From an optimization exercise on the open Yosys and OpenROAD flow, aimed at small area, a short achievable clock period and few clock cycles per item; shortcuts taken in it are not production practice.
Only simulation tests tie the RTL to the original design; equivalence was not proved.

==> flow/design.v <==
module mul16(input [15:0] a, input [15:0] b, input [17:0] b3, output [15:0] hi);
	wire [16:0] b2 = {b, 1'b0};
	wire d0_1 = a[1:0] == 2'd1;
	wire d0_2 = a[1:0] == 2'd2;
	wire d0_3 = a[1:0] == 2'd3;
	wire pp1 = (d0_1 & b[0]) | (d0_2 & b2[0]) | (d0_3 & b3[0]);
	wire pp2 = (d0_1 & b[1]) | (d0_2 & b2[1]) | (d0_3 & b3[1]);
	wire pp3 = (d0_1 & b[2]) | (d0_2 & b2[2]) | (d0_3 & b3[2]);
	wire pp4 = (d0_1 & b[3]) | (d0_2 & b2[3]) | (d0_3 & b3[3]);
	wire pp5 = (d0_1 & b[4]) | (d0_2 & b2[4]) | (d0_3 & b3[4]);
	wire pp6 = (d0_1 & b[5]) | (d0_2 & b2[5]) | (d0_3 & b3[5]);
	wire pp7 = (d0_1 & b[6]) | (d0_2 & b2[6]) | (d0_3 & b3[6]);
	wire pp8 = (d0_1 & b[7]) | (d0_2 & b2[7]) | (d0_3 & b3[7]);
	wire pp9 = (d0_1 & b[8]) | (d0_2 & b2[8]) | (d0_3 & b3[8]);
	wire pp10 = (d0_1 & b[9]) | (d0_2 & b2[9]) | (d0_3 & b3[9]);
	wire pp11 = (d0_1 & b[10]) | (d0_2 & b2[10]) | (d0_3 & b3[10]);
	wire pp12 = (d0_1 & b[11]) | (d0_2 & b2[11]) | (d0_3 & b3[11]);
	wire pp13 = (d0_1 & b[12]) | (d0_2 & b2[12]) | (d0_3 & b3[12]);
	wire pp14 = (d0_1 & b[13]) | (d0_2 & b2[13]) | (d0_3 & b3[13]);
	wire pp15 = (d0_1 & b[14]) | (d0_2 & b2[14]) | (d0_3 & b3[14]);
	wire pp16 = (d0_1 & b[15]) | (d0_2 & b2[15]) | (d0_3 & b3[15]);
	wire pp17 = (d0_2 & b2[16]) | (d0_3 & b3[16]);
	wire pp18 = (d0_3 & b3[17]);
	wire d1_1 = a[3:2] == 2'd1;
	wire d1_2 = a[3:2] == 2'd2;
	wire d1_3 = a[3:2] == 2'd3;
	wire pp19 = (d1_1 & b[0]) | (d1_2 & b2[0]) | (d1_3 & b3[0]);
	wire pp20 = (d1_1 & b[1]) | (d1_2 & b2[1]) | (d1_3 & b3[1]);
	wire pp21 = (d1_1 & b[2]) | (d1_2 & b2[2]) | (d1_3 & b3[2]);
	wire pp22 = (d1_1 & b[3]) | (d1_2 & b2[3]) | (d1_3 & b3[3]);
	wire pp23 = (d1_1 & b[4]) | (d1_2 & b2[4]) | (d1_3 & b3[4]);
	wire pp24 = (d1_1 & b[5]) | (d1_2 & b2[5]) | (d1_3 & b3[5]);
	wire pp25 = (d1_1 & b[6]) | (d1_2 & b2[6]) | (d1_3 & b3[6]);
	wire pp26 = (d1_1 & b[7]) | (d1_2 & b2[7]) | (d1_3 & b3[7]);
	wire pp27 = (d1_1 & b[8]) | (d1_2 & b2[8]) | (d1_3 & b3[8]);
	wire pp28 = (d1_1 & b[9]) | (d1_2 & b2[9]) | (d1_3 & b3[9]);
	wire pp29 = (d1_1 & b[10]) | (d1_2 & b2[10]) | (d1_3 & b3[10]);
	wire pp30 = (d1_1 & b[11]) | (d1_2 & b2[11]) | (d1_3 & b3[11]);
	wire pp31 = (d1_1 & b[12]) | (d1_2 & b2[12]) | (d1_3 & b3[12]);
	wire pp32 = (d1_1 & b[13]) | (d1_2 & b2[13]) | (d1_3 & b3[13]);
	wire pp33 = (d1_1 & b[14]) | (d1_2 & b2[14]) | (d1_3 & b3[14]);
	wire pp34 = (d1_1 & b[15]) | (d1_2 & b2[15]) | (d1_3 & b3[15]);
	wire pp35 = (d1_2 & b2[16]) | (d1_3 & b3[16]);
	wire pp36 = (d1_3 & b3[17]);
	wire d2_1 = a[5:4] == 2'd1;
	wire d2_2 = a[5:4] == 2'd2;
	wire d2_3 = a[5:4] == 2'd3;
	wire pp37 = (d2_1 & b[0]) | (d2_2 & b2[0]) | (d2_3 & b3[0]);
	wire pp38 = (d2_1 & b[1]) | (d2_2 & b2[1]) | (d2_3 & b3[1]);
	wire pp39 = (d2_1 & b[2]) | (d2_2 & b2[2]) | (d2_3 & b3[2]);
	wire pp40 = (d2_1 & b[3]) | (d2_2 & b2[3]) | (d2_3 & b3[3]);
	wire pp41 = (d2_1 & b[4]) | (d2_2 & b2[4]) | (d2_3 & b3[4]);
	wire pp42 = (d2_1 & b[5]) | (d2_2 & b2[5]) | (d2_3 & b3[5]);
	wire pp43 = (d2_1 & b[6]) | (d2_2 & b2[6]) | (d2_3 & b3[6]);
	wire pp44 = (d2_1 & b[7]) | (d2_2 & b2[7]) | (d2_3 & b3[7]);
	wire pp45 = (d2_1 & b[8]) | (d2_2 & b2[8]) | (d2_3 & b3[8]);
	wire pp46 = (d2_1 & b[9]) | (d2_2 & b2[9]) | (d2_3 & b3[9]);
	wire pp47 = (d2_1 & b[10]) | (d2_2 & b2[10]) | (d2_3 & b3[10]);
	wire pp48 = (d2_1 & b[11]) | (d2_2 & b2[11]) | (d2_3 & b3[11]);
	wire pp49 = (d2_1 & b[12]) | (d2_2 & b2[12]) | (d2_3 & b3[12]);
	wire pp50 = (d2_1 & b[13]) | (d2_2 & b2[13]) | (d2_3 & b3[13]);
	wire pp51 = (d2_1 & b[14]) | (d2_2 & b2[14]) | (d2_3 & b3[14]);
	wire pp52 = (d2_1 & b[15]) | (d2_2 & b2[15]) | (d2_3 & b3[15]);
	wire pp53 = (d2_2 & b2[16]) | (d2_3 & b3[16]);
	wire pp54 = (d2_3 & b3[17]);
	wire d3_1 = a[7:6] == 2'd1;
	wire d3_2 = a[7:6] == 2'd2;
	wire d3_3 = a[7:6] == 2'd3;
	wire pp55 = (d3_1 & b[0]) | (d3_2 & b2[0]) | (d3_3 & b3[0]);
	wire pp56 = (d3_1 & b[1]) | (d3_2 & b2[1]) | (d3_3 & b3[1]);
	wire pp57 = (d3_1 & b[2]) | (d3_2 & b2[2]) | (d3_3 & b3[2]);
	wire pp58 = (d3_1 & b[3]) | (d3_2 & b2[3]) | (d3_3 & b3[3]);
	wire pp59 = (d3_1 & b[4]) | (d3_2 & b2[4]) | (d3_3 & b3[4]);
	wire pp60 = (d3_1 & b[5]) | (d3_2 & b2[5]) | (d3_3 & b3[5]);
	wire pp61 = (d3_1 & b[6]) | (d3_2 & b2[6]) | (d3_3 & b3[6]);
	wire pp62 = (d3_1 & b[7]) | (d3_2 & b2[7]) | (d3_3 & b3[7]);
	wire pp63 = (d3_1 & b[8]) | (d3_2 & b2[8]) | (d3_3 & b3[8]);
	wire pp64 = (d3_1 & b[9]) | (d3_2 & b2[9]) | (d3_3 & b3[9]);
	wire pp65 = (d3_1 & b[10]) | (d3_2 & b2[10]) | (d3_3 & b3[10]);
	wire pp66 = (d3_1 & b[11]) | (d3_2 & b2[11]) | (d3_3 & b3[11]);
	wire pp67 = (d3_1 & b[12]) | (d3_2 & b2[12]) | (d3_3 & b3[12]);
	wire pp68 = (d3_1 & b[13]) | (d3_2 & b2[13]) | (d3_3 & b3[13]);
	wire pp69 = (d3_1 & b[14]) | (d3_2 & b2[14]) | (d3_3 & b3[14]);
	wire pp70 = (d3_1 & b[15]) | (d3_2 & b2[15]) | (d3_3 & b3[15]);
	wire pp71 = (d3_2 & b2[16]) | (d3_3 & b3[16]);
	wire pp72 = (d3_3 & b3[17]);
	wire d4_1 = a[9:8] == 2'd1;
	wire d4_2 = a[9:8] == 2'd2;
	wire d4_3 = a[9:8] == 2'd3;
	wire pp73 = (d4_1 & b[0]) | (d4_2 & b2[0]) | (d4_3 & b3[0]);
	wire pp74 = (d4_1 & b[1]) | (d4_2 & b2[1]) | (d4_3 & b3[1]);
	wire pp75 = (d4_1 & b[2]) | (d4_2 & b2[2]) | (d4_3 & b3[2]);
	wire pp76 = (d4_1 & b[3]) | (d4_2 & b2[3]) | (d4_3 & b3[3]);
	wire pp77 = (d4_1 & b[4]) | (d4_2 & b2[4]) | (d4_3 & b3[4]);
	wire pp78 = (d4_1 & b[5]) | (d4_2 & b2[5]) | (d4_3 & b3[5]);
	wire pp79 = (d4_1 & b[6]) | (d4_2 & b2[6]) | (d4_3 & b3[6]);
	wire pp80 = (d4_1 & b[7]) | (d4_2 & b2[7]) | (d4_3 & b3[7]);
	wire pp81 = (d4_1 & b[8]) | (d4_2 & b2[8]) | (d4_3 & b3[8]);
	wire pp82 = (d4_1 & b[9]) | (d4_2 & b2[9]) | (d4_3 & b3[9]);
	wire pp83 = (d4_1 & b[10]) | (d4_2 & b2[10]) | (d4_3 & b3[10]);
	wire pp84 = (d4_1 & b[11]) | (d4_2 & b2[11]) | (d4_3 & b3[11]);
	wire pp85 = (d4_1 & b[12]) | (d4_2 & b2[12]) | (d4_3 & b3[12]);
	wire pp86 = (d4_1 & b[13]) | (d4_2 & b2[13]) | (d4_3 & b3[13]);
	wire pp87 = (d4_1 & b[14]) | (d4_2 & b2[14]) | (d4_3 & b3[14]);
	wire pp88 = (d4_1 & b[15]) | (d4_2 & b2[15]) | (d4_3 & b3[15]);
	wire pp89 = (d4_2 & b2[16]) | (d4_3 & b3[16]);
	wire pp90 = (d4_3 & b3[17]);
	wire d5_1 = a[11:10] == 2'd1;
	wire d5_2 = a[11:10] == 2'd2;
	wire d5_3 = a[11:10] == 2'd3;
	wire pp91 = (d5_1 & b[0]) | (d5_2 & b2[0]) | (d5_3 & b3[0]);
	wire pp92 = (d5_1 & b[1]) | (d5_2 & b2[1]) | (d5_3 & b3[1]);
	wire pp93 = (d5_1 & b[2]) | (d5_2 & b2[2]) | (d5_3 & b3[2]);
	wire pp94 = (d5_1 & b[3]) | (d5_2 & b2[3]) | (d5_3 & b3[3]);
	wire pp95 = (d5_1 & b[4]) | (d5_2 & b2[4]) | (d5_3 & b3[4]);
	wire pp96 = (d5_1 & b[5]) | (d5_2 & b2[5]) | (d5_3 & b3[5]);
	wire pp97 = (d5_1 & b[6]) | (d5_2 & b2[6]) | (d5_3 & b3[6]);
	wire pp98 = (d5_1 & b[7]) | (d5_2 & b2[7]) | (d5_3 & b3[7]);
	wire pp99 = (d5_1 & b[8]) | (d5_2 & b2[8]) | (d5_3 & b3[8]);
	wire pp100 = (d5_1 & b[9]) | (d5_2 & b2[9]) | (d5_3 & b3[9]);
	wire pp101 = (d5_1 & b[10]) | (d5_2 & b2[10]) | (d5_3 & b3[10]);
	wire pp102 = (d5_1 & b[11]) | (d5_2 & b2[11]) | (d5_3 & b3[11]);
	wire pp103 = (d5_1 & b[12]) | (d5_2 & b2[12]) | (d5_3 & b3[12]);
	wire pp104 = (d5_1 & b[13]) | (d5_2 & b2[13]) | (d5_3 & b3[13]);
	wire pp105 = (d5_1 & b[14]) | (d5_2 & b2[14]) | (d5_3 & b3[14]);
	wire pp106 = (d5_1 & b[15]) | (d5_2 & b2[15]) | (d5_3 & b3[15]);
	wire pp107 = (d5_2 & b2[16]) | (d5_3 & b3[16]);
	wire pp108 = (d5_3 & b3[17]);
	wire d6_1 = a[13:12] == 2'd1;
	wire d6_2 = a[13:12] == 2'd2;
	wire d6_3 = a[13:12] == 2'd3;
	wire pp109 = (d6_1 & b[0]) | (d6_2 & b2[0]) | (d6_3 & b3[0]);
	wire pp110 = (d6_1 & b[1]) | (d6_2 & b2[1]) | (d6_3 & b3[1]);
	wire pp111 = (d6_1 & b[2]) | (d6_2 & b2[2]) | (d6_3 & b3[2]);
	wire pp112 = (d6_1 & b[3]) | (d6_2 & b2[3]) | (d6_3 & b3[3]);
	wire pp113 = (d6_1 & b[4]) | (d6_2 & b2[4]) | (d6_3 & b3[4]);
	wire pp114 = (d6_1 & b[5]) | (d6_2 & b2[5]) | (d6_3 & b3[5]);
	wire pp115 = (d6_1 & b[6]) | (d6_2 & b2[6]) | (d6_3 & b3[6]);
	wire pp116 = (d6_1 & b[7]) | (d6_2 & b2[7]) | (d6_3 & b3[7]);
	wire pp117 = (d6_1 & b[8]) | (d6_2 & b2[8]) | (d6_3 & b3[8]);
	wire pp118 = (d6_1 & b[9]) | (d6_2 & b2[9]) | (d6_3 & b3[9]);
	wire pp119 = (d6_1 & b[10]) | (d6_2 & b2[10]) | (d6_3 & b3[10]);
	wire pp120 = (d6_1 & b[11]) | (d6_2 & b2[11]) | (d6_3 & b3[11]);
	wire pp121 = (d6_1 & b[12]) | (d6_2 & b2[12]) | (d6_3 & b3[12]);
	wire pp122 = (d6_1 & b[13]) | (d6_2 & b2[13]) | (d6_3 & b3[13]);
	wire pp123 = (d6_1 & b[14]) | (d6_2 & b2[14]) | (d6_3 & b3[14]);
	wire pp124 = (d6_1 & b[15]) | (d6_2 & b2[15]) | (d6_3 & b3[15]);
	wire pp125 = (d6_2 & b2[16]) | (d6_3 & b3[16]);
	wire pp126 = (d6_3 & b3[17]);
	wire d7_1 = a[15:14] == 2'd1;
	wire d7_2 = a[15:14] == 2'd2;
	wire d7_3 = a[15:14] == 2'd3;
	wire pp127 = (d7_1 & b[0]) | (d7_2 & b2[0]) | (d7_3 & b3[0]);
	wire pp128 = (d7_1 & b[1]) | (d7_2 & b2[1]) | (d7_3 & b3[1]);
	wire pp129 = (d7_1 & b[2]) | (d7_2 & b2[2]) | (d7_3 & b3[2]);
	wire pp130 = (d7_1 & b[3]) | (d7_2 & b2[3]) | (d7_3 & b3[3]);
	wire pp131 = (d7_1 & b[4]) | (d7_2 & b2[4]) | (d7_3 & b3[4]);
	wire pp132 = (d7_1 & b[5]) | (d7_2 & b2[5]) | (d7_3 & b3[5]);
	wire pp133 = (d7_1 & b[6]) | (d7_2 & b2[6]) | (d7_3 & b3[6]);
	wire pp134 = (d7_1 & b[7]) | (d7_2 & b2[7]) | (d7_3 & b3[7]);
	wire pp135 = (d7_1 & b[8]) | (d7_2 & b2[8]) | (d7_3 & b3[8]);
	wire pp136 = (d7_1 & b[9]) | (d7_2 & b2[9]) | (d7_3 & b3[9]);
	wire pp137 = (d7_1 & b[10]) | (d7_2 & b2[10]) | (d7_3 & b3[10]);
	wire pp138 = (d7_1 & b[11]) | (d7_2 & b2[11]) | (d7_3 & b3[11]);
	wire pp139 = (d7_1 & b[12]) | (d7_2 & b2[12]) | (d7_3 & b3[12]);
	wire pp140 = (d7_1 & b[13]) | (d7_2 & b2[13]) | (d7_3 & b3[13]);
	wire pp141 = (d7_1 & b[14]) | (d7_2 & b2[14]) | (d7_3 & b3[14]);
	wire pp142 = (d7_1 & b[15]) | (d7_2 & b2[15]) | (d7_3 & b3[15]);
	wire pp143 = (d7_2 & b2[16]) | (d7_3 & b3[16]);
	wire pp144 = (d7_3 & b3[17]);
	wire s145 = pp13 ^ pp29;
	wire c146 = pp13 & pp29;
	wire s147, c148;
	fa us147(pp14, pp30, pp46, s147, c148);
	wire s149, c150;
	fa us149(pp15, pp31, pp47, s149, c150);
	wire s151 = pp63 ^ pp79;
	wire c152 = pp63 & pp79;
	wire s153, c154;
	fa us153(pp16, pp32, pp48, s153, c154);
	wire s155, c156;
	fa us155(pp64, pp80, pp96, s155, c156);
	wire s157, c158;
	fa us157(pp17, pp33, pp49, s157, c158);
	wire s159, c160;
	fa us159(pp65, pp81, pp97, s159, c160);
	wire s161, c162;
	fa us161(pp18, pp34, pp50, s161, c162);
	wire s163, c164;
	fa us163(pp66, pp82, pp98, s163, c164);
	wire s165, c166;
	fa us165(pp35, pp51, pp67, s165, c166);
	wire s167 = pp83 ^ pp99;
	wire c168 = pp83 & pp99;
	wire s169, c170;
	fa us169(pp36, pp52, pp68, s169, c170);
	wire s171 = pp84 ^ pp100;
	wire c172 = pp84 & pp100;
	wire s173, c174;
	fa us173(pp53, pp69, pp85, s173, c174);
	wire s175 = pp54 ^ pp70;
	wire c176 = pp54 & pp70;
	wire s177 = pp9 ^ pp25;
	wire c178 = pp9 & pp25;
	wire s179, c180;
	fa us179(pp10, pp26, pp42, s179, c180);
	wire s181, c182;
	fa us181(pp11, pp27, pp43, s181, c182);
	wire s183 = pp59 ^ pp75;
	wire c184 = pp59 & pp75;
	wire s185, c186;
	fa us185(pp12, pp28, pp44, s185, c186);
	wire s187, c188;
	fa us187(pp60, pp76, pp92, s187, c188);
	wire s189, c190;
	fa us189(s145, pp45, pp61, s189, c190);
	wire s191, c192;
	fa us191(pp77, pp93, pp109, s191, c192);
	wire s193, c194;
	fa us193(c146, s147, pp62, s193, c194);
	wire s195, c196;
	fa us195(pp78, pp94, pp110, s195, c196);
	wire s197, c198;
	fa us197(c148, s149, s151, s197, c198);
	wire s199, c200;
	fa us199(pp95, pp111, pp127, s199, c200);
	wire s201, c202;
	fa us201(c150, c152, s153, s201, c202);
	wire s203, c204;
	fa us203(s155, pp112, pp128, s203, c204);
	wire s205, c206;
	fa us205(c154, c156, s157, s205, c206);
	wire s207, c208;
	fa us207(s159, pp113, pp129, s207, c208);
	wire s209, c210;
	fa us209(c158, c160, s161, s209, c210);
	wire s211, c212;
	fa us211(s163, pp114, pp130, s211, c212);
	wire s213, c214;
	fa us213(c162, c164, s165, s213, c214);
	wire s215, c216;
	fa us215(s167, pp115, pp131, s215, c216);
	wire s217, c218;
	fa us217(c166, c168, s169, s217, c218);
	wire s219, c220;
	fa us219(s171, pp116, pp132, s219, c220);
	wire s221, c222;
	fa us221(c170, c172, s173, s221, c222);
	wire s223, c224;
	fa us223(pp101, pp117, pp133, s223, c224);
	wire s225, c226;
	fa us225(c174, s175, pp86, s225, c226);
	wire s227, c228;
	fa us227(pp102, pp118, pp134, s227, c228);
	wire s229, c230;
	fa us229(c176, pp71, pp87, s229, c230);
	wire s231, c232;
	fa us231(pp103, pp119, pp135, s231, c232);
	wire s233, c234;
	fa us233(pp72, pp88, pp104, s233, c234);
	wire s235 = pp120 ^ pp136;
	wire c236 = pp120 & pp136;
	wire s237, c238;
	fa us237(pp89, pp105, pp121, s237, c238);
	wire s239 = pp90 ^ pp106;
	wire c240 = pp90 & pp106;
	wire s241 = pp7 ^ pp23;
	wire c242 = pp7 & pp23;
	wire s243, c244;
	fa us243(pp8, pp24, pp40, s243, c244);
	wire s245, c246;
	fa us245(s177, pp41, pp57, s245, c246);
	wire s247, c248;
	fa us247(c178, s179, pp58, s247, c248);
	wire s249, c250;
	fa us249(c180, s181, s183, s249, c250);
	wire s251, c252;
	fa us251(c182, c184, s185, s251, c252);
	wire s253, c254;
	fa us253(c186, c188, s189, s253, c254);
	wire s255, c256;
	fa us255(c190, c192, s193, s255, c256);
	wire s257, c258;
	fa us257(c194, c196, s197, s257, c258);
	wire s259, c260;
	fa us259(c198, c200, s201, s259, c260);
	wire s261, c262;
	fa us261(c202, c204, s205, s261, c262);
	wire s263, c264;
	fa us263(c206, c208, s209, s263, c264);
	wire s265, c266;
	fa us265(c210, c212, s213, s265, c266);
	wire s267, c268;
	fa us267(c214, c216, s217, s267, c268);
	wire s269, c270;
	fa us269(c218, c220, s221, s269, c270);
	wire s271, c272;
	fa us271(c222, c224, s225, s271, c272);
	wire s273, c274;
	fa us273(c226, c228, s229, s273, c274);
	wire s275, c276;
	fa us275(c230, c232, s233, s275, c276);
	wire s277, c278;
	fa us277(c234, c236, s237, s277, c278);
	wire s279, c280;
	fa us279(c238, s239, pp122, s279, c280);
	wire s281, c282;
	fa us281(c240, pp107, pp123, s281, c282);
	wire s283 = pp108 ^ pp124;
	wire c284 = pp108 & pp124;
	wire s285 = pp5 ^ pp21;
	wire c286 = pp5 & pp21;
	wire s287, c288;
	fa us287(pp6, pp22, pp38, s287, c288);
	wire s289, c290;
	fa us289(s241, pp39, pp55, s289, c290);
	wire s291, c292;
	fa us291(c242, s243, pp56, s291, c292);
	wire s293, c294;
	fa us293(c244, s245, pp73, s293, c294);
	wire s295, c296;
	fa us295(c246, s247, pp74, s295, c296);
	wire s297, c298;
	fa us297(c248, s249, pp91, s297, c298);
	wire s299, c300;
	fa us299(c250, s251, s187, s299, c300);
	wire s301, c302;
	fa us301(c252, s253, s191, s301, c302);
	wire s303, c304;
	fa us303(c254, s255, s195, s303, c304);
	wire s305, c306;
	fa us305(c256, s257, s199, s305, c306);
	wire s307, c308;
	fa us307(c258, s259, s203, s307, c308);
	wire s309, c310;
	fa us309(c260, s261, s207, s309, c310);
	wire s311, c312;
	fa us311(c262, s263, s211, s311, c312);
	wire s313, c314;
	fa us313(c264, s265, s215, s313, c314);
	wire s315, c316;
	fa us315(c266, s267, s219, s315, c316);
	wire s317, c318;
	fa us317(c268, s269, s223, s317, c318);
	wire s319, c320;
	fa us319(c270, s271, s227, s319, c320);
	wire s321, c322;
	fa us321(c272, s273, s231, s321, c322);
	wire s323, c324;
	fa us323(c274, s275, s235, s323, c324);
	wire s325, c326;
	fa us325(c276, s277, pp137, s325, c326);
	wire s327, c328;
	fa us327(c278, s279, pp138, s327, c328);
	wire s329, c330;
	fa us329(c280, s281, pp139, s329, c330);
	wire s331, c332;
	fa us331(c282, s283, pp140, s331, c332);
	wire s333, c334;
	fa us333(c284, pp125, pp141, s333, c334);
	wire s335 = pp126 ^ pp142;
	wire c336 = pp126 & pp142;
	wire [31:0] ra = {pp144, c336, c334, c332, c330, c328, c326, c324, c322, c320, c318, c316, c314, c312, c310, c308, c306, c304, c302, c300, c298, c296, c294, c292, c290, c288, c286, s285, pp4, pp3, pp2, pp1};
	wire [31:0] rb = {1'b0, pp143, s335, s333, s331, s329, s327, s325, s323, s321, s319, s317, s315, s313, s311, s309, s307, s305, s303, s301, s299, s297, s295, s293, s291, s289, s287, pp37, pp20, pp19, 1'b0, 1'b0};
	wire [31:0] pp_ = ra ^ rb;
	wire [31:0] gg_ = ra & rb;
	wire G1 = gg_[1] | (pp_[1] & gg_[0]);
	wire P1 = pp_[1] & pp_[0];
	wire G2 = gg_[3] | (pp_[3] & gg_[2]);
	wire P2 = pp_[3] & pp_[2];
	wire G3 = gg_[5] | (pp_[5] & gg_[4]);
	wire P3 = pp_[5] & pp_[4];
	wire G4 = gg_[7] | (pp_[7] & gg_[6]);
	wire P4 = pp_[7] & pp_[6];
	wire G5 = gg_[9] | (pp_[9] & gg_[8]);
	wire P5 = pp_[9] & pp_[8];
	wire G6 = gg_[11] | (pp_[11] & gg_[10]);
	wire P6 = pp_[11] & pp_[10];
	wire G7 = gg_[13] | (pp_[13] & gg_[12]);
	wire P7 = pp_[13] & pp_[12];
	wire G8 = gg_[15] | (pp_[15] & gg_[14]);
	wire P8 = pp_[15] & pp_[14];
	wire G9 = gg_[17] | (pp_[17] & gg_[16]);
	wire P9 = pp_[17] & pp_[16];
	wire G10 = gg_[19] | (pp_[19] & gg_[18]);
	wire P10 = pp_[19] & pp_[18];
	wire G11 = gg_[21] | (pp_[21] & gg_[20]);
	wire P11 = pp_[21] & pp_[20];
	wire G12 = gg_[23] | (pp_[23] & gg_[22]);
	wire P12 = pp_[23] & pp_[22];
	wire G13 = gg_[25] | (pp_[25] & gg_[24]);
	wire P13 = pp_[25] & pp_[24];
	wire G14 = gg_[27] | (pp_[27] & gg_[26]);
	wire P14 = pp_[27] & pp_[26];
	wire G15 = gg_[29] | (pp_[29] & gg_[28]);
	wire P15 = pp_[29] & pp_[28];
	wire G16 = gg_[31] | (pp_[31] & gg_[30]);
	wire P16 = pp_[31] & pp_[30];
	wire G17 = G2 | (P2 & G1);
	wire P17 = P2 & P1;
	wire G18 = G4 | (P4 & G3);
	wire P18 = P4 & P3;
	wire G19 = G6 | (P6 & G5);
	wire P19 = P6 & P5;
	wire G20 = G8 | (P8 & G7);
	wire P20 = P8 & P7;
	wire G21 = G10 | (P10 & G9);
	wire P21 = P10 & P9;
	wire G22 = G12 | (P12 & G11);
	wire P22 = P12 & P11;
	wire G23 = G14 | (P14 & G13);
	wire P23 = P14 & P13;
	wire G24 = G16 | (P16 & G15);
	wire P24 = P16 & P15;
	wire G25 = G18 | (P18 & G17);
	wire P25 = P18 & P17;
	wire G26 = G20 | (P20 & G19);
	wire P26 = P20 & P19;
	wire G27 = G22 | (P22 & G21);
	wire P27 = P22 & P21;
	wire G28 = G24 | (P24 & G23);
	wire P28 = P24 & P23;
	wire G29 = G26 | (P26 & G25);
	wire P29 = P26 & P25;
	wire G30 = G28 | (P28 & G27);
	wire P30 = P28 & P27;
	wire G31 = G30 | (P30 & G29);
	wire P31 = P30 & P29;
	wire G32 = G27 | (P27 & G29);
	wire P32 = P27 & P29;
	wire G33 = G19 | (P19 & G25);
	wire P33 = P19 & P25;
	wire G34 = G21 | (P21 & G29);
	wire P34 = P21 & P29;
	wire G35 = G23 | (P23 & G32);
	wire P35 = P23 & P32;
	wire G36 = G3 | (P3 & G17);
	wire P36 = P3 & P17;
	wire G37 = G5 | (P5 & G25);
	wire P37 = P5 & P25;
	wire G38 = G7 | (P7 & G33);
	wire P38 = P7 & P33;
	wire G39 = G9 | (P9 & G29);
	wire P39 = P9 & P29;
	wire G40 = G11 | (P11 & G34);
	wire P40 = P11 & P34;
	wire G41 = G13 | (P13 & G32);
	wire P41 = P13 & P32;
	wire G42 = G15 | (P15 & G35);
	wire P42 = P15 & P35;
	wire G43 = gg_[2] | (pp_[2] & G1);
	wire P43 = pp_[2] & P1;
	wire G44 = gg_[4] | (pp_[4] & G17);
	wire P44 = pp_[4] & P17;
	wire G45 = gg_[6] | (pp_[6] & G36);
	wire P45 = pp_[6] & P36;
	wire G46 = gg_[8] | (pp_[8] & G25);
	wire P46 = pp_[8] & P25;
	wire G47 = gg_[10] | (pp_[10] & G37);
	wire P47 = pp_[10] & P37;
	wire G48 = gg_[12] | (pp_[12] & G33);
	wire P48 = pp_[12] & P33;
	wire G49 = gg_[14] | (pp_[14] & G38);
	wire P49 = pp_[14] & P38;
	wire G50 = gg_[16] | (pp_[16] & G29);
	wire P50 = pp_[16] & P29;
	wire G51 = gg_[18] | (pp_[18] & G39);
	wire P51 = pp_[18] & P39;
	wire G52 = gg_[20] | (pp_[20] & G34);
	wire P52 = pp_[20] & P34;
	wire G53 = gg_[22] | (pp_[22] & G40);
	wire P53 = pp_[22] & P40;
	wire G54 = gg_[24] | (pp_[24] & G32);
	wire P54 = pp_[24] & P32;
	wire G55 = gg_[26] | (pp_[26] & G41);
	wire P55 = pp_[26] & P41;
	wire G56 = gg_[28] | (pp_[28] & G35);
	wire P56 = pp_[28] & P35;
	wire G57 = gg_[30] | (pp_[30] & G42);
	wire P57 = pp_[30] & P42;
	assign hi = pp_[31:16] ^ {G57, G42, G56, G35, G55, G41, G54, G32, G53, G40, G52, G34, G51, G39, G50, G29};
endmodule
module fa(input a, b, c, output s, co);
	assign s = a ^ b ^ c;
	assign co = (a & b) | (a & c) | (b & c);
endmodule
module exponential(input clk, rst, start, input [15:0] _x, output done,
                   output [1:0] intpart, output [15:0] fracpart);
	reg [3:0] st;           
	reg idle;               
	reg sh0, sh1, sh2;      
	reg term;               
	reg [15:0] b, t;
	reg [17:0] b3;          
	reg [17:0] r;
	reg [6:0] u6;            
	wire go = idle & start;
	wire [3:0] nst = go ? 4'd1 : (idle | st == 4'd9) ? 4'd0 : st + 4'd1;
	always @(posedge clk or posedge rst) begin
		if (rst) begin
			st   <= 4'd0;
			idle <= 1'b1;
			sh0  <= 1'b0;
			sh1  <= 1'b0;
			sh2  <= 1'b0;
		end else begin
			st   <= nst;
			idle <= (nst == 4'd0);
			sh0  <= (nst != 4'd0) & (nst != 4'd1) & (nst != 4'd4);
			sh1  <= (nst == 4'd1);                                
			sh2  <= (nst == 4'd4);                                
		end
	end
	always @(posedge clk) begin
		term <= (nst == 4'd1) | (nst == 4'd2) | (nst == 4'd4) |
		        (nst == 4'd5) | (nst == 4'd7) | (nst == 4'd9);  
	end
	reg [15:0] bn;
	always @(*) begin
		case (nst)
			4'd3:    bn = 16'h5555;
			4'd6:    bn = 16'h3333;
			4'd8:    bn = 16'h2AAA;
			default: bn = _x;
		endcase
	end
	wire [17:0] x3_a = {2'b00, _x};
	wire [17:0] x3_b = {1'b0, _x, 1'b0};
	wire [17:0] x3_p = x3_a ^ x3_b;
	wire [17:0] x3_g = x3_a & x3_b;
	wire x3_G1 = x3_g[1] | (x3_p[1] & x3_g[0]);
	wire x3_P1 = x3_p[1] & x3_p[0];
	wire x3_G2 = x3_g[3] | (x3_p[3] & x3_g[2]);
	wire x3_P2 = x3_p[3] & x3_p[2];
	wire x3_G3 = x3_g[5] | (x3_p[5] & x3_g[4]);
	wire x3_P3 = x3_p[5] & x3_p[4];
	wire x3_G4 = x3_g[7] | (x3_p[7] & x3_g[6]);
	wire x3_P4 = x3_p[7] & x3_p[6];
	wire x3_G5 = x3_g[9] | (x3_p[9] & x3_g[8]);
	wire x3_P5 = x3_p[9] & x3_p[8];
	wire x3_G6 = x3_g[11] | (x3_p[11] & x3_g[10]);
	wire x3_P6 = x3_p[11] & x3_p[10];
	wire x3_G7 = x3_g[13] | (x3_p[13] & x3_g[12]);
	wire x3_P7 = x3_p[13] & x3_p[12];
	wire x3_G8 = x3_g[15] | (x3_p[15] & x3_g[14]);
	wire x3_P8 = x3_p[15] & x3_p[14];
	wire x3_G9 = x3_g[17] | (x3_p[17] & x3_g[16]);
	wire x3_P9 = x3_p[17] & x3_p[16];
	wire x3_G10 = x3_G2 | (x3_P2 & x3_G1);
	wire x3_P10 = x3_P2 & x3_P1;
	wire x3_G11 = x3_G4 | (x3_P4 & x3_G3);
	wire x3_P11 = x3_P4 & x3_P3;
	wire x3_G12 = x3_G6 | (x3_P6 & x3_G5);
	wire x3_P12 = x3_P6 & x3_P5;
	wire x3_G13 = x3_G8 | (x3_P8 & x3_G7);
	wire x3_P13 = x3_P8 & x3_P7;
	wire x3_G14 = x3_G11 | (x3_P11 & x3_G10);
	wire x3_P14 = x3_P11 & x3_P10;
	wire x3_G15 = x3_G13 | (x3_P13 & x3_G12);
	wire x3_P15 = x3_P13 & x3_P12;
	wire x3_G16 = x3_G15 | (x3_P15 & x3_G14);
	wire x3_P16 = x3_P15 & x3_P14;
	wire x3_G17 = x3_G12 | (x3_P12 & x3_G14);
	wire x3_P17 = x3_P12 & x3_P14;
	wire x3_G18 = x3_G3 | (x3_P3 & x3_G10);
	wire x3_P18 = x3_P3 & x3_P10;
	wire x3_G19 = x3_G5 | (x3_P5 & x3_G14);
	wire x3_P19 = x3_P5 & x3_P14;
	wire x3_G20 = x3_G7 | (x3_P7 & x3_G17);
	wire x3_P20 = x3_P7 & x3_P17;
	wire x3_G21 = x3_G9 | (x3_P9 & x3_G16);
	wire x3_P21 = x3_P9 & x3_P16;
	wire x3_G22 = x3_g[2] | (x3_p[2] & x3_G1);
	wire x3_P22 = x3_p[2] & x3_P1;
	wire x3_G23 = x3_g[4] | (x3_p[4] & x3_G10);
	wire x3_P23 = x3_p[4] & x3_P10;
	wire x3_G24 = x3_g[6] | (x3_p[6] & x3_G18);
	wire x3_P24 = x3_p[6] & x3_P18;
	wire x3_G25 = x3_g[8] | (x3_p[8] & x3_G14);
	wire x3_P25 = x3_p[8] & x3_P14;
	wire x3_G26 = x3_g[10] | (x3_p[10] & x3_G19);
	wire x3_P26 = x3_p[10] & x3_P19;
	wire x3_G27 = x3_g[12] | (x3_p[12] & x3_G17);
	wire x3_P27 = x3_p[12] & x3_P17;
	wire x3_G28 = x3_g[14] | (x3_p[14] & x3_G20);
	wire x3_P28 = x3_p[14] & x3_P20;
	wire x3_G29 = x3_g[16] | (x3_p[16] & x3_G16);
	wire x3_P29 = x3_p[16] & x3_P16;
	wire [17:0] x3 = x3_p ^ {x3_G29, x3_G16, x3_G28, x3_G20, x3_G27, x3_G17, x3_G26, x3_G19, x3_G25, x3_G14, x3_G24, x3_G18, x3_G23, x3_G10, x3_G22, x3_G1, x3_g[0], 1'b0};
	reg [17:0] bn3;
	always @(*) begin
		case (nst)
			4'd3:    bn3 = 18'h0FFFF;    
			4'd6:    bn3 = 18'h09999;    
			4'd8:    bn3 = 18'h07FFE;    
			default: bn3 = x3;
		endcase
	end
	always @(posedge clk)
		b3 <= bn3;
	wire [15:0] ph;                      
	mul16 mul(.a(t), .b(b), .b3(b3), .hi(ph));
	wire [15:0] tn = ({16{sh0}} & ph) | ({16{sh1}} & {1'b0, ph[15:1]}) |
	                 ({16{sh2}} & {2'b00, ph[15:2]}) | ({16{idle}} & t1);
	wire [15:0] t1;
	assign t1[0] = ~g_dec[16].z & _x[0];
	genvar k;
	generate
		for (k = 1; k <= 16; k = k + 1) begin : g_dec
			wire z;
			if (k == 1) begin : g_first
				assign z = 1'b1;
			end else begin : g_next
				assign z = g_dec[k-1].z & ~_x[k-1];
			end
		end
		for (k = 1; k <= 15; k = k + 1) begin : g_t1
			assign t1[k] = ~g_dec[16].z & (_x[k] ^ g_dec[k].z);
		end
	endgenerate
	reg [3:0] t7;
	always @(*) begin
		if (u6 >= 7'd85) t7 = 4'd12;
		else if (u6 >= 7'd78) t7 = 4'd11;
		else if (u6 >= 7'd71) t7 = 4'd10;
		else if (u6 >= 7'd64) t7 = 4'd9;
		else if (u6 >= 7'd57) t7 = 4'd8;
		else if (u6 >= 7'd50) t7 = 4'd7;
		else if (u6 >= 7'd43) t7 = 4'd6;
		else if (u6 >= 7'd36) t7 = 4'd5;
		else if (u6 >= 7'd29) t7 = 4'd4;
		else if (u6 >= 7'd22) t7 = 4'd3;
		else if (u6 >= 7'd15) t7 = 4'd2;
		else if (u6 >= 7'd8) t7 = 4'd1;
		else t7 = 4'd0;
	end
	reg t8;
	wire [15:0] addb = idle ? {12'd0, t7} : t;
	wire cin = idle & t8;
	wire [18:0] ra_a = {r, cin};
	wire [18:0] ra_b = {2'b00, addb, cin};
	wire [18:0] ra_p = ra_a ^ ra_b;
	wire [18:0] ra_g = ra_a & ra_b;
	wire ra_G1 = ra_g[1] | (ra_p[1] & ra_g[0]);
	wire ra_P1 = ra_p[1] & ra_p[0];
	wire ra_G2 = ra_g[3] | (ra_p[3] & ra_g[2]);
	wire ra_P2 = ra_p[3] & ra_p[2];
	wire ra_G3 = ra_g[5] | (ra_p[5] & ra_g[4]);
	wire ra_P3 = ra_p[5] & ra_p[4];
	wire ra_G4 = ra_g[7] | (ra_p[7] & ra_g[6]);
	wire ra_P4 = ra_p[7] & ra_p[6];
	wire ra_G5 = ra_g[9] | (ra_p[9] & ra_g[8]);
	wire ra_P5 = ra_p[9] & ra_p[8];
	wire ra_G6 = ra_g[11] | (ra_p[11] & ra_g[10]);
	wire ra_P6 = ra_p[11] & ra_p[10];
	wire ra_G7 = ra_g[13] | (ra_p[13] & ra_g[12]);
	wire ra_P7 = ra_p[13] & ra_p[12];
	wire ra_G8 = ra_g[15] | (ra_p[15] & ra_g[14]);
	wire ra_P8 = ra_p[15] & ra_p[14];
	wire ra_G9 = ra_g[17] | (ra_p[17] & ra_g[16]);
	wire ra_P9 = ra_p[17] & ra_p[16];
	wire ra_G10 = ra_G2 | (ra_P2 & ra_G1);
	wire ra_P10 = ra_P2 & ra_P1;
	wire ra_G11 = ra_G4 | (ra_P4 & ra_G3);
	wire ra_P11 = ra_P4 & ra_P3;
	wire ra_G12 = ra_G6 | (ra_P6 & ra_G5);
	wire ra_P12 = ra_P6 & ra_P5;
	wire ra_G13 = ra_G8 | (ra_P8 & ra_G7);
	wire ra_P13 = ra_P8 & ra_P7;
	wire ra_G14 = ra_G11 | (ra_P11 & ra_G10);
	wire ra_P14 = ra_P11 & ra_P10;
	wire ra_G15 = ra_G13 | (ra_P13 & ra_G12);
	wire ra_P15 = ra_P13 & ra_P12;
	wire ra_G16 = ra_G15 | (ra_P15 & ra_G14);
	wire ra_P16 = ra_P15 & ra_P14;
	wire ra_G17 = ra_G12 | (ra_P12 & ra_G14);
	wire ra_P17 = ra_P12 & ra_P14;
	wire ra_G18 = ra_G3 | (ra_P3 & ra_G10);
	wire ra_P18 = ra_P3 & ra_P10;
	wire ra_G19 = ra_G5 | (ra_P5 & ra_G14);
	wire ra_P19 = ra_P5 & ra_P14;
	wire ra_G20 = ra_G7 | (ra_P7 & ra_G17);
	wire ra_P20 = ra_P7 & ra_P17;
	wire ra_G21 = ra_G9 | (ra_P9 & ra_G16);
	wire ra_P21 = ra_P9 & ra_P16;
	wire ra_G22 = ra_g[2] | (ra_p[2] & ra_G1);
	wire ra_P22 = ra_p[2] & ra_P1;
	wire ra_G23 = ra_g[4] | (ra_p[4] & ra_G10);
	wire ra_P23 = ra_p[4] & ra_P10;
	wire ra_G24 = ra_g[6] | (ra_p[6] & ra_G18);
	wire ra_P24 = ra_p[6] & ra_P18;
	wire ra_G25 = ra_g[8] | (ra_p[8] & ra_G14);
	wire ra_P25 = ra_p[8] & ra_P14;
	wire ra_G26 = ra_g[10] | (ra_p[10] & ra_G19);
	wire ra_P26 = ra_p[10] & ra_P19;
	wire ra_G27 = ra_g[12] | (ra_p[12] & ra_G17);
	wire ra_P27 = ra_p[12] & ra_P17;
	wire ra_G28 = ra_g[14] | (ra_p[14] & ra_G20);
	wire ra_P28 = ra_p[14] & ra_P20;
	wire ra_G29 = ra_g[16] | (ra_p[16] & ra_G16);
	wire ra_P29 = ra_p[16] & ra_P16;
	wire ra_G30 = ra_g[18] | (ra_p[18] & ra_G21);
	wire ra_P30 = ra_p[18] & ra_P21;
	wire [18:0] rs0 = ra_p ^ {ra_G21, ra_G29, ra_G16, ra_G28, ra_G20, ra_G27, ra_G17, ra_G26, ra_G19, ra_G25, ra_G14, ra_G24, ra_G18, ra_G23, ra_G10, ra_G22, ra_G1, ra_g[0], 1'b0};
	wire [17:0] racc = rs0[18:1];
	always @(posedge clk) begin
		b <= bn;
		t <= tn;                     
		if (st == 4'd9) begin        
			u6 <= tn[6:0];           
			t8 <= b >= 16'd62481;    
		end
		if (go)
			r <= 18'h0FFFF;
		else if (term)
			r <= racc;
	end
	assign done = idle;
	assign {intpart, fracpart} = racc;
endmodule
==> flow/run.sh <==
#!/bin/bash
# synth_recipe.tcl (not shown) runs the flow's synth.tcl, then flattens the netlist and writes it again
# the make line also repeats each setting of config.mk as NAME=value (left out here)
make -C /OpenROAD-flow-scripts/flow DESIGN_CONFIG=/design/flow/config.mk WORK_HOME=/design/flow/orfs CLKGATE_MAP_FILE= SYNTH_SCRIPT=/design/flow/synth_recipe.tcl finish
==> flow/config.mk <==
export PLATFORM = sky130hd
export DESIGN_NAME = exponential
export DESIGN_NICKNAME = exponential
export VERILOG_FILES = /design/flow/design.v
export SDC_FILE = /design/flow/constraint.sdc
export NUM_CORES = 4
export LEC_CHECK = 0
export ABC_AREA = 1
export CAP_MARGIN = 20
export CORE_MARGIN = 2
export CORE_UTILIZATION = 40
export CTS_BUF_LIST = sky130_fd_sc_hd__clkbuf_4 sky130_fd_sc_hd__clkbuf_8
export PLACE_DENSITY = 0.6
export SETUP_SLACK_MARGIN = 3.5
export SLEW_MARGIN = 20
export SYNTH_HIERARCHICAL = 1
export SYNTH_MINIMUM_KEEP_SIZE = 0
export TNS_END_PERCENT = 0
==> flow/constraint.sdc <==
create_clock -name core_clock -period 9.0 [get_ports {clk}]
set_input_delay 1.8000 -clock core_clock [delete_from_list [all_inputs] [get_ports {clk}]]
set_output_delay 1.8000 -clock core_clock [all_outputs]
set_load 0.01 [all_outputs]
==> results of run 1 <==
-- path summary, 6_finish.rpt --
path,startpoint,to,slack (ns),cells after the start
min in group asynchronous,rst,st[2],1.68,2
max in group asynchronous,rst,idle,7.03,2
worst min register to register,r[6],r[6],0.48,2
worst max register to register,b[8],u6[5],3.47,19
worst max-delay path,_x[1],u6[4],3.45,19
worst min-delay path,r[6],r[6],0.48,2
-- cell type report --
cell class	instances	area share (%)
clock buffers	12	1.38
clock inverters	4	0.236
inverters	138	5.10
multi-input cells	900	67.9
flip-flops and latches	84	17.1
well taps	319	3.77
repair buffers	52	4.48
-- state kept, by name (all words and copies together), names as in the netlist --
signal,flops
b3,18
r,18
t,16
b,15
u6,7
st,4
idle,1
sh0,1
sh1,1
sh2,1
t8,1
term,1
-- per-stage QoR --
stage | cells | worst slack (ns) | util (%)
floorplan | 1173 | 4.07 | -
global placement | 1484 | 3.14 | 43.5
detailed placement | 1484 | 3.14 | 43.5
CTS | 1505 | 3.28 | 44.4
global route | 1509 | 3.25 | 44.8
finish | 1509 | 3.45 | 44.8
-- layout by cell type (no fill, tap or decap), types with 7 or more instances in the layout --
cell type	n
edfxtp_1	8
nand2_2	21
o21ai_0	29
fa_1	106
a21oi_1	36
clkdlybuf4s50_1	29
o22ai_1	8
nand3_1	29
dfxtp_1	65
xnor2_1	9
o221ai_1	118
clkbuf_8	9
ha_1	85
o2111ai_1	14
dfrtp_1	7
inv_1	123
nand4_1	7
nand2_1	304
nor2_1	55
buf_4	14
xor2_1	12
inv_2	7
-- Yosys stat by module (local to each module, per instance) --
module | area, um^2 | cells inside | copies in the design | flops+latches
exponential | 4860 | 582 | 1 | 84
mul16 | 3150 | 508 | 1 | 0
fa | 20.0 | 1 | 83 | 0
-- cells by family after synthesis --
family,count (synthesis),synth area share (%)
and+or+nand+nor,446,19.7
buffers and inverters,189,7.80
adders and majority gates,192,33.2
DFF,84,18.6
xor gates and xnor gates,24,2.17
AOI/OAI and AO/OA,238,18.5
-- layer usage --
| metal | GRT usage (%) | vias to the layer above |
|---|---|---|
| met1 | 31.4 | 4211 |
| li1 | - | 4059 |
| met4 | 9.09 | 0 |
| met3 | 4.27 | 85 |
| met5 | 0 | - |
| met2 | 40.0 | 438 |
-- worst max-delay path, cell delays in order --
cell and delay (ns):
clkdlybuf4s50_1 0.54, inv_1 0.12, ha_1 0.22, ha_1 0.18, ha_1 0.20, ha_1 0.19, ha_1 0.18, ha_1 0.18
ha_1 0.20, ha_1 0.19, ha_1 0.18, ha_1 0.18, ha_1 0.18, ha_1 0.19, inv_1 0.05, nor2_1 0.06
nand2_1 0.08, nand2_1 0.33, o2111ai_1 0.45
-- what timing repair did --
| action | 4_1_cts | 5_1_grt |
|---|---|---|
| setup buffers | 5 | 4 |
| gates resized for setup | 10 | 32 |
| gates cloned | 0 | 0 |
| pin swaps | 3 | 4 |
| setup endpoints to repair | 32 | 38 |
==> impl_results.md, run 1 <==
- Run status: timing/DRC/antenna clean
- WL final: 30.6 mm
- Clock slew at reported path FFs: 0.08 ns
- Crit start category: primary input
- Vias: 8793
- Setup TNS: 0 ns
- Finish-stage setup viols: 0
- Clock root cell: clkbuf_8
- Largest net degree at the start of global routing: 21
- Post-CTS Hold Buffers: 0
- Num CTS Buffers: 9
- Row Count: 56
- Final #Nets: 1396
- DR WL met3: 2.34 mm
- Period utilization: 61.7%
- CTS sink count: 84
- Synth top area cells: fa_1 (22%), dfxtp_1 (14%), nand2_1 (12%), ha_1 (11%), o221ai_1 (11%)
- GRT Overall Usage: 24.1%
- Post-synth top flop: dfxtp_1
- First-pass GRT wire length: 48.5 mm
- Placed Area: 10300 um^2
- WP data required: 9.15 ns
- Final hold violation count: 0
- Starting DRT DRC Count: 908
- DRC viols: 0
- Post-route ant nets: 0
- Count of cell types in the netlist: 54
- Drt via density: 5.83
- Routed wire length per instance: 20.2 um
- Clock skew: 0.0123 ns
- Design area: 10600 um^2
- Worst Path Max Fanout: 15
- Post-synth EDFFs: 8
- Fin. max-slew vios: 0
- Port Buffers: 37
- Area of the multi-input gates: 7190 um^2
- Hold WS: 0.483 ns
- Most frequent cell after synthesis: nand2_1
- Final Wtd Congestion: 0.922
- CTS tree: built
- Routed metal-1 wire length: 12.7 mm
- Max transition margin: 48.4%
- Fillers: 2393
- Data arrival time of the worst path: 5.70 ns
- GRT overflow: 0
- Area share of the largest cell type after synthesis: 22.2%
- Fmax: 180 MHz
- Diode count: 0
- Worst-case clock buffer depth: 2
- Nature of the critical path endpoint: register
- Routed wl met2: 14.3 mm
- First-pass DRT Iterations: 6
- Hold WC Path Type: register to register
- Width of the die: 159 um
- Worst-skew pair later-pin latency: 0.37 ns
- Min Tclk post-route: 5.55 ns
- Seq cells post-synth: 84
- Post-synth top cells: nand2_1 (313), inv_1 (126), o221ai_1 (118)
- Initial core utilization: 40.9%
- Syn Inst Count: 1173
- Top sig layer: met4
- Fraction of layout cells with a size suffix above 1: 8.91%
- Slew of the pin with the lowest slew margin: 0.772 ns
- Syn Std Cell Area: 9670 um^2
- Yosys top cell by area: fa_1
- Synthesis Warnings: 7
- Hpwl dp: 23.8 mm
- Initial antenna violation count: 0
- H-tree Lvls: 3
- Area of the core: 23600 um^2
- Syn Nets: 1384
- MaxCap Viol Count: 0
- Synth-to-layout area growth: 9.47%
- RSZ-0062 raised after global routing: true
- Ys async rst share: 9.52%
- Die ar.: 25400 um^2
- Sequential cell area fraction in the yosys report: 18.6%
- Vias in the first global route: 8638
- Setup CP Type: primary input to register
- I/O pins: 38
- Seq. cell area: 1810 um^2
- Synth Area per Inst: 8.24 um^2
- Die Ht: 159 um
Testbench counts, summed over its fixed seeds: cycles 12,006, items 1,200.
==> inputs of run 2 (changes only) <==
--- a/flow/config.mk
+++ b/flow/config.mk
@@ -15,4 +15,4 @@
 export SLEW_MARGIN = 20
 export SYNTH_HIERARCHICAL = 1
 export SYNTH_MINIMUM_KEEP_SIZE = 0
-export TNS_END_PERCENT = 0
+export TNS_END_PERCENT = 20
==> run 2 against run 1 <==
First-iteration DRC count up 1.5%. Count of clock-buffer cells in the layout unchanged. Critical path type is now register to output port.
==> impl_results.md, run 2 <==
- Setup CP Type: register to output port
- Syn Std Cell Area: 9670 um^2 (unchanged)
- Post-synth EDFFs: 8 (unchanged)
- Num CTS Buffers: 9 (unchanged)
- I/O pins: 38 (unchanged)
- Clock skew: 0.00989 ns (-0.00242 ns)
- DRC viols: 0 (unchanged)
- Most frequent CP cell: nand2_1
- Routed wire length per instance: 20.4 um (+0.93%)
- Post-CTS Hold Buffers: 0 (unchanged)
- Most common cell after layout, fill and taps aside: nand2_1
- Die ar.: 25400 um^2 (unchanged)
- Post-synth top cells: nand2_1 (313), inv_1 (126), o221ai_1 (118)
- Synthesis Warnings: 7 (unchanged)
- Initial antenna violation count: 0 (unchanged)
- Worst-case reg-to-reg path depth: 19 (unchanged)
- Pre-CTS WS: 3.14 ns (unchanged)
- Width of the die: 159 um (unchanged)
- Period utilization: 61.0% (-0.71 points)
- Most frequent cell after synthesis: nand2_1
- WL final: 31.1 mm (+1.7%)
- Setup TNS: 0 ns (unchanged)
- Crit start category: register
- Fraction of layout cells with a size suffix above 1: 11.7% (+2.8 points)
- Post-Place Cells: 1484 (unchanged)
- H-tree Lvls: 3 (unchanged)
- Hpwl dp: 23.8 mm (unchanged)
- First-pass DRT Iterations: 5 (-1)
- Diode count: 0 (unchanged)
- Fillers: 2365 (-1.2%)
- Port Buffers: 37 (unchanged)
- Worst Path Max Fanout: 4 (-11)
- Vias: 8880 (+0.99%)
- Post-route ant nets: 0 (unchanged)
- Max transition margin: 49.4% (+0.97 points)
- First-pass GRT wire length: 48.5 mm (about the same)
- Crit path cell chain: nor2_4 > inv_2 > a21oi_2 > nand2_1 > nand2_1 > nand2_1 > nand2_1 > nand2_1 > nand2_1 > nand2_1 > nand2_1 > nand2_1 > fa_2 > nand3_2 > nand3_2 > inv_1 > o21bai_1 > fa_1 > xor2_1 > clkdlybuf4s50_1
- Clock slew at reported path FFs: 0.08 ns (about the same)
- Worst-case clock buffer depth: 2 (unchanged)
- Final hold violation count: 0 (unchanged)
- Die Ht: 159 um (unchanged)
- CTS sink count: 84 (unchanged)
- Clock root cell: clkbuf_8
- Hold WC Path Type: register to register
- Synth top area cells: fa_1 (22%), dfxtp_1 (14%), nand2_1 (12%), ha_1 (11%), o221ai_1 (11%)
- Reg2Reg Setup Slack: 3.71 ns (+0.24 ns)
- Regs by FF count: b3 x18, r x18, t x16
- Starting DRT DRC Count: 922 (+1.5%)
- Finish-stage setup viols: 0 (unchanged)
- Fin. max-slew vios: 0 (unchanged)
- Setup crit end: fracpart[6]
- Commonest cells after routing, fill and taps aside: nand2_1 (299), inv_1 (123), o221ai_1 (112), fa_1 (104), ha_1 (84)
- Yosys top cell by area: fa_1
- Synth-to-layout area growth: 11.8%
- Row Count: 56 (unchanged)
- GRT Overall Usage: 24.1% (+0.032 points)
- GRT overflow: 0 (unchanged)
- Reg-to-Reg End: u6[5]
- Nature of the critical path endpoint: output port
- Fmax: 182 MHz (+1.2%)
- Data arrival time of the worst path: 3.69 ns (-2.01 ns)
- Syn Nets: 1384 (unchanged)
- Ys async rst share: 9.52% (unchanged)
- Seq cells post-synth: 84 (unchanged)
- MaxCap Viol Count: 0 (unchanged)
- Area of the core: 23600 um^2 (unchanged)
- Critical path's largest stage delay: 0.58 ns (+0.04 ns)
- Final Wtd Congestion: 0.922 (unchanged)
- CTS tree: built
- Beginning of the critical path: u6[6]
- Final setup margin: 3.51 ns (+0.0636 ns)
- Post-synth top flop: dfxtp_1
- WP data required: 7.20 ns (-1.95 ns)
- Vias in the first global route: 8643 (+0.058%)
- Drt via density: 5.84 (+0.26%)
- Fin cells: 1520 (+0.73%)
- Count of cell types in the netlist: 54 (unchanged)
- Worst-skew pair later-pin latency: 0.37 ns (about the same)
- Critical path's slowest cell: clkdlybuf4s50_1
- Sequential cell area fraction in the yosys report: 18.6% (unchanged)
- RSZ-0062 raised after global routing: true
- Run status: timing/DRC/antenna clean
- Min Tclk post-route: 5.49 ns (-0.0636 ns)
- Final #Nets: 1407 (+0.79%)
- Initial core utilization: 40.9% (unchanged)
- Area share of the largest cell type after synthesis: 22.2% (unchanged)
- Largest net degree at the start of global routing: 21 (unchanged)
- RR Startpoint: t[5]
- Slew of the pin with the lowest slew margin: 0.758 ns (-0.0145 ns)
- Syn Inst Count: 1173 (unchanged)
- Synth Area per Inst: 8.24 um^2 (unchanged)
## run 2: cell counts after synthesis
Identical to the previous run, type by type.
## run 2: kinds of logic after synthesis
group,Yosys count,synth area share [%]
fa+ha+maj,192,33.2
buf+inv,189,7.80
xor+xnor,24,2.17
compound gates,238,18.5
flops,84,18.6
simple gates,446,19.7
## run 2: how the worst min path moves through the flow
stage	start	end	slack (ns)	cells past startpoint
final	r[6]	r[6]	0.48	2
after global routing	r[2]	r[2]	0.51	2
after CTS	r[6]	r[6]	0.49	2
after detailed placement	r[6]	r[6]	0.47	2
after global placement	r[12]	r[12]	0.46	2
after floorplan	r[4]	r[4]	0.45	2
## run 2: modules after synthesis (local to each module, per instance)
module       copies in the design  cells inside  flops+latches
fa                             83             1              0
exponential                     1           582             84
mul16                           1           508              0
## run 2: per-stage QoR
step	instance area (um^2)	hold slack [ns]	utilization, %
after global placement	10300	0.461	43.5
final	10800	0.484	45.8
after detailed placement	10300	0.467	43.5
after floorplan	9670	0.448	-
after global routing	10800	0.512	45.8
after CTS	10500	0.488	44.4
## run 2: cell type report
class / count / area [um^2] / share of cell area (%)
Tap cell: 319 / 399 / 3.69
Clock buffer: 12 / 146 / 1.35
Sequential cell: 84 / 1820 / 16.9
Clock inverter: 4 / 25.0 / 0.231
Inverter: 138 / 539 / 4.99
Timing Repair Buffer: 63 / 581 / 5.37
Multi-Input combinational cell: 900 / 7300 / 67.5
## run 2: worst max-delay path, delay by kind of cell (launching register included)
kind / cells / cell delay, ns
AO/OA/AOI/OAI: 2 / 0.18
adder cells (fa/ha/maj): 2 / 0.77
flip-flops: 1 / 0.51
XOR/XNOR: 1 / 0.20
buffers and inverters: 3 / 0.76
AND/OR/NAND/NOR: 12 / 0.89
## run 2: what timing repair did
| action | CTS | global route |
|---|---|---|
| setup endpoints to repair | 32 | 38 |
| endpoints found under the hold margin | 0 | 0 |
| pin swaps | 4 | 15 |
| setup buffers | 7 | 13 |
| gates resized for setup | 17 | 63 |
| cloned | 0 | 0 |
## run 2: routing by layer
layer  vias to the layer above  GRT usage, %  routed length [um]
met3                        94          4.45                2300
met5                         -             0                   0
met4                         0          9.09                1270
li1                       4086             -                   -
met1                      4251          31.3               13000
met2                       449          40.0               14500
==> inputs of run 3 (changes only) <==
--- a/flow/config.mk
+++ b/flow/config.mk
@@ -10,9 +10,9 @@
 export CORE_MARGIN = 2
 export CORE_UTILIZATION = 40
 export CTS_BUF_LIST = sky130_fd_sc_hd__clkbuf_4 sky130_fd_sc_hd__clkbuf_8
+export GPL_ROUTABILITY_DRIVEN = 0
 export PLACE_DENSITY = 0.6
 export SETUP_SLACK_MARGIN = 3.5
 export SLEW_MARGIN = 20
 export SYNTH_HIERARCHICAL = 1
 export SYNTH_MINIMUM_KEEP_SIZE = 0
-export TNS_END_PERCENT = 20
==> run 3 against run 2 <==
Design area grew 0.74%. Worst setup slack improved by 0.13 ns. Wire length grew 1.0%. Largest cell class unchanged.
==> impl_results.md, run 3 <==
- Seq cells post-synth: 84 (unchanged)
- Setup CP Type: register to output port
- CTS tree: built
- Regs by FF count: b3 x18, r x18, t x16
- Syn Std Cell Area: 9670 um^2 (unchanged)
- Finish-stage setup viols: 0 (unchanged)
- Vias: 9021 (+1.6%)
- First-pass DRT Iterations: 7 (+2)
- WP data required: 7.20 ns (about the same)
- Setup TNS: 0 ns (unchanged)
- Post-synth top cells: nand2_1 (313), inv_1 (126), o221ai_1 (118)
- Hold WS: 0.486 ns (+0.00251 ns)
- Diode count: 0 (unchanged)
- Post-CTS Hold Buffers: 0 (unchanged)
- Min Tclk post-route: 5.35 ns (-0.132 ns)
- Fmax: 187 MHz (+2.5%)
- Final hold violation count: 0 (unchanged)
- First-pass GRT wire length: 49.3 mm (+1.5%)
- Worst-skew pair later-pin latency: 0.37 ns (about the same)
- Commonest cells after routing, fill and taps aside: nand2_1 (299), inv_1 (123), o221ai_1 (115), fa_1 (104), ha_1 (85)
- Drt via density: 5.95 (+1.8%)
- Synthesis Warnings: 7 (unchanged)
- CP top delay family: simple AND/OR/NAND/NOR gates
- Row Count: 56 (unchanged)
- Area share of the largest cell type after synthesis: 22.2% (unchanged)
- Starting DRT DRC Count: 1108 (+20%)
- Data arrival time of the worst path: 3.55 ns (-0.14 ns)
- Crit start category: register
- Post-Place Cells: 1483 (-0.067%)
- Synth top area cells: fa_1 (22%), dfxtp_1 (14%), nand2_1 (12%), ha_1 (11%), o221ai_1 (11%)
- Hpwl dp: 23.6 mm (-0.57%)
- Fraction of layout cells with a size suffix above 1: 12.5% (+0.78 points)
- Most common cell after layout, fill and taps aside: nand2_1
- Synth Area per Inst: 8.24 um^2 (unchanged)
- Fin cells: 1517 (-0.20%)
- Worst path depth: 15 (-25%)
- Num CTS Buffers: 9 (unchanged)
- Syn Inst Count: 1173 (unchanged)
- Vias in the first global route: 8972 (+3.8%)
- Worst-case clock buffer depth: 2 (unchanged)
- Crit path cell chain: buf_4 > nor3_1 > nor2_1 > a21oi_2 > nand2_1 > a21oi_1 > ha_1 > nand2_1 > nand3_2 > nand2_2 > a21oi_1 > or2_4 > a31o_4 > fa_2 > buf_2
- Width of the die: 159 um (unchanged)
- Die ar.: 25400 um^2 (unchanged)
- Critical path's largest stage delay: 0.56 ns (-0.02 ns)
- Post-synth EDFFs: 8 (unchanged)
- Area of the core: 23600 um^2 (unchanged)
- Worst Path Max Fanout: 6 (+2)
- Hold WC Path Type: register to register
- H-tree Lvls: 3 (unchanged)
- Worst-case reg-to-reg path depth: 23 (+4)
- Worst path bufs/invs: 2 (-1)
- GRT Overall Usage: 24.5% (+0.40 points)
- Largest net degree at the start of global routing: 21 (unchanged)
- Count of cell types in the netlist: 54 (unchanged)
- Critical path's slowest cell: fa_2
- RSZ-0062 raised after global routing: true
- Post-synth top flop: dfxtp_1
- Nature of the critical path endpoint: output port
- Clock slew at reported path FFs: 0.09 ns (about the same)
- Initial antenna violation count: 0 (unchanged)
- Fin. max-slew vios: 0 (unchanged)
- Routed wire length per instance: 20.7 um (+1.2%)
- Synth-to-layout area growth: 12.6%
- Die Ht: 159 um (unchanged)
- Ys async rst share: 9.52% (unchanged)
- Most frequent cell after synthesis: nand2_1
- Run status: timing/DRC/antenna clean
- Worst Hold Depth: 2 (unchanged)
- Clock skew: 0.0130 ns (+0.00316 ns)
- Final #Nets: 1404 (-0.21%)
- DRC viols: 0 (unchanged)
- WL final: 31.4 mm (+1.0%)
- Port Buffers: 37 (unchanged)
- GRT overflow: 0 (unchanged)
- Clock root cell: clkbuf_8
- Sequential cell area fraction in the yosys report: 18.6% (unchanged)
- Yosys top cell by area: fa_1
- MaxCap Viol Count: 0 (unchanged)
- Period utilization: 59.5% (-1.5 points)
- Initial core utilization: 40.9% (unchanged)
- Max transition margin: 49.2% (-0.19 points)
- Slew of the pin with the lowest slew margin: 0.761 ns (+0.00279 ns)
- Syn Nets: 1384 (unchanged)
- I/O pins: 38 (unchanged)
- Post-route ant nets: 0 (unchanged)
- CTS sink count: 84 (unchanged)
==> run 3: layer usage <==
| layer | global-route usage (%) | up-vias | part of all wire (%) |
|---|---|---|---|
| met1 | 32.3 | 4374 | 41 |
| met5 | 0 | - | 0 |
| met2 | 40.8 | 487 | 48 |
| li1 | - | 4068 | - |
| met4 | 8.68 | 0 | 3.2 |
| met3 | 4.06 | 92 | 7.2 |
==> run 3: worst register-to-register path, delay by kind of cell (launching register included) <==
family,cells,cell delay [ns]
AO/OA/AOI/OAI,3,0.35
XOR/XNOR,1,0.19
adder cells (fa/ha/maj),6,2.60
buffers and inverters,2,0.16
flip-flops,1,0.45
AND/OR/NAND/NOR,11,1.29
==> run 3: area by class of cell <==
| class | count | area, um^2 |
|---|---|---|
| sequential | 84 | 1840 |
| multi-input combinational | 900 | 7320 |
| tap | 319 | 399 |
| timing repair buffer | 60 | 561 |
| clock buffer | 11 | 145 |
| inverter | 138 | 539 |
| fill | 2362 | 12700 |
| clock inverter | 5 | 83.8 |
==> run 3: what timing repair did <==
| item | 4_1_cts | 5_1_grt |
|---|---|---|
| pin swaps | 3 | 12 |
| setup buffers | 9 | 9 |
| setup endpoints to repair | 34 | 38 |
| gates resized for setup | 23 | 80 |
==> run 3: final timing paths <==
kind / startpoint / to / slack (ns)
max: u6[1] / fracpart[13] / 3.65
max reg2reg: t[0] / u6[5] / 3.69
min in group asynchronous: rst / st[2] / 1.66
min: r[12] / r[12] / 0.49
min reg2reg: r[12] / r[12] / 0.49
max in group asynchronous: rst / idle / 7.05
==> run 3: modules after synthesis (local to each module, per instance) <==
module / cells inside / cell area [um^2]
mul16: 508 / 3150
fa: 1 / 20.0
exponential: 582 / 4860
==> run 3: logic make-up after synthesis <==
family | synth area share (%)
simple gates | 19.7
compound gates | 18.5
fa+ha+maj | 33.2
buf+inv | 7.80
flops | 18.6
xor+xnor | 2.17
==> run 3: metrics by stage <==
step | utilization (%) | setup slack [ns] | cell area (um^2)
after floorplan | - | 4.07 | 9670
after global placement | 43.4 | 3.20 | 10300
after detailed placement | 43.4 | 3.20 | 10300
after CTS | 44.8 | 3.40 | 10600
after global routing | 46.1 | 3.45 | 10900
final | 46.1 | 3.65 | 10900

-- port drivers added, routing unchanged --
How much do the figures lean on ideal ports? The routed layouts below were timed once more, with nothing changed but the port constraints. Step 1 assumes that a clkbuf_16 drives the clock port and a buf_2 every other input. Step 2, shift: input delay + t, output delay - t, t = (earliest + latest rising clock arrival at the registers) / 2. This alone moves slack from input paths to output paths. Slacks: ideal / step 1 / step 2; pairs: ideal / step 1.
run	t, ns	setup WS [ns]	hold slack, ns	worst data-port slew with drivers (ns)	cell pins on the clock port's net
run 1	0.397	3.450 / 3.459 / 3.062	0.483 / 0.483 / 0.483	0.04	1
run 2	0.397	3.514 / 3.479 / 3.257	0.484 / 0.484 / 0.484	0.04	1
run 3	0.399	3.646 / 3.612 / 3.306	0.486 / 0.486 / 0.486	0.05	1
After both steps setup and hold are still met in every run listed. For run 1, which loses most, drivers alone change the setup slack by +0.009 ns; drivers and shift together by -0.388 ns.
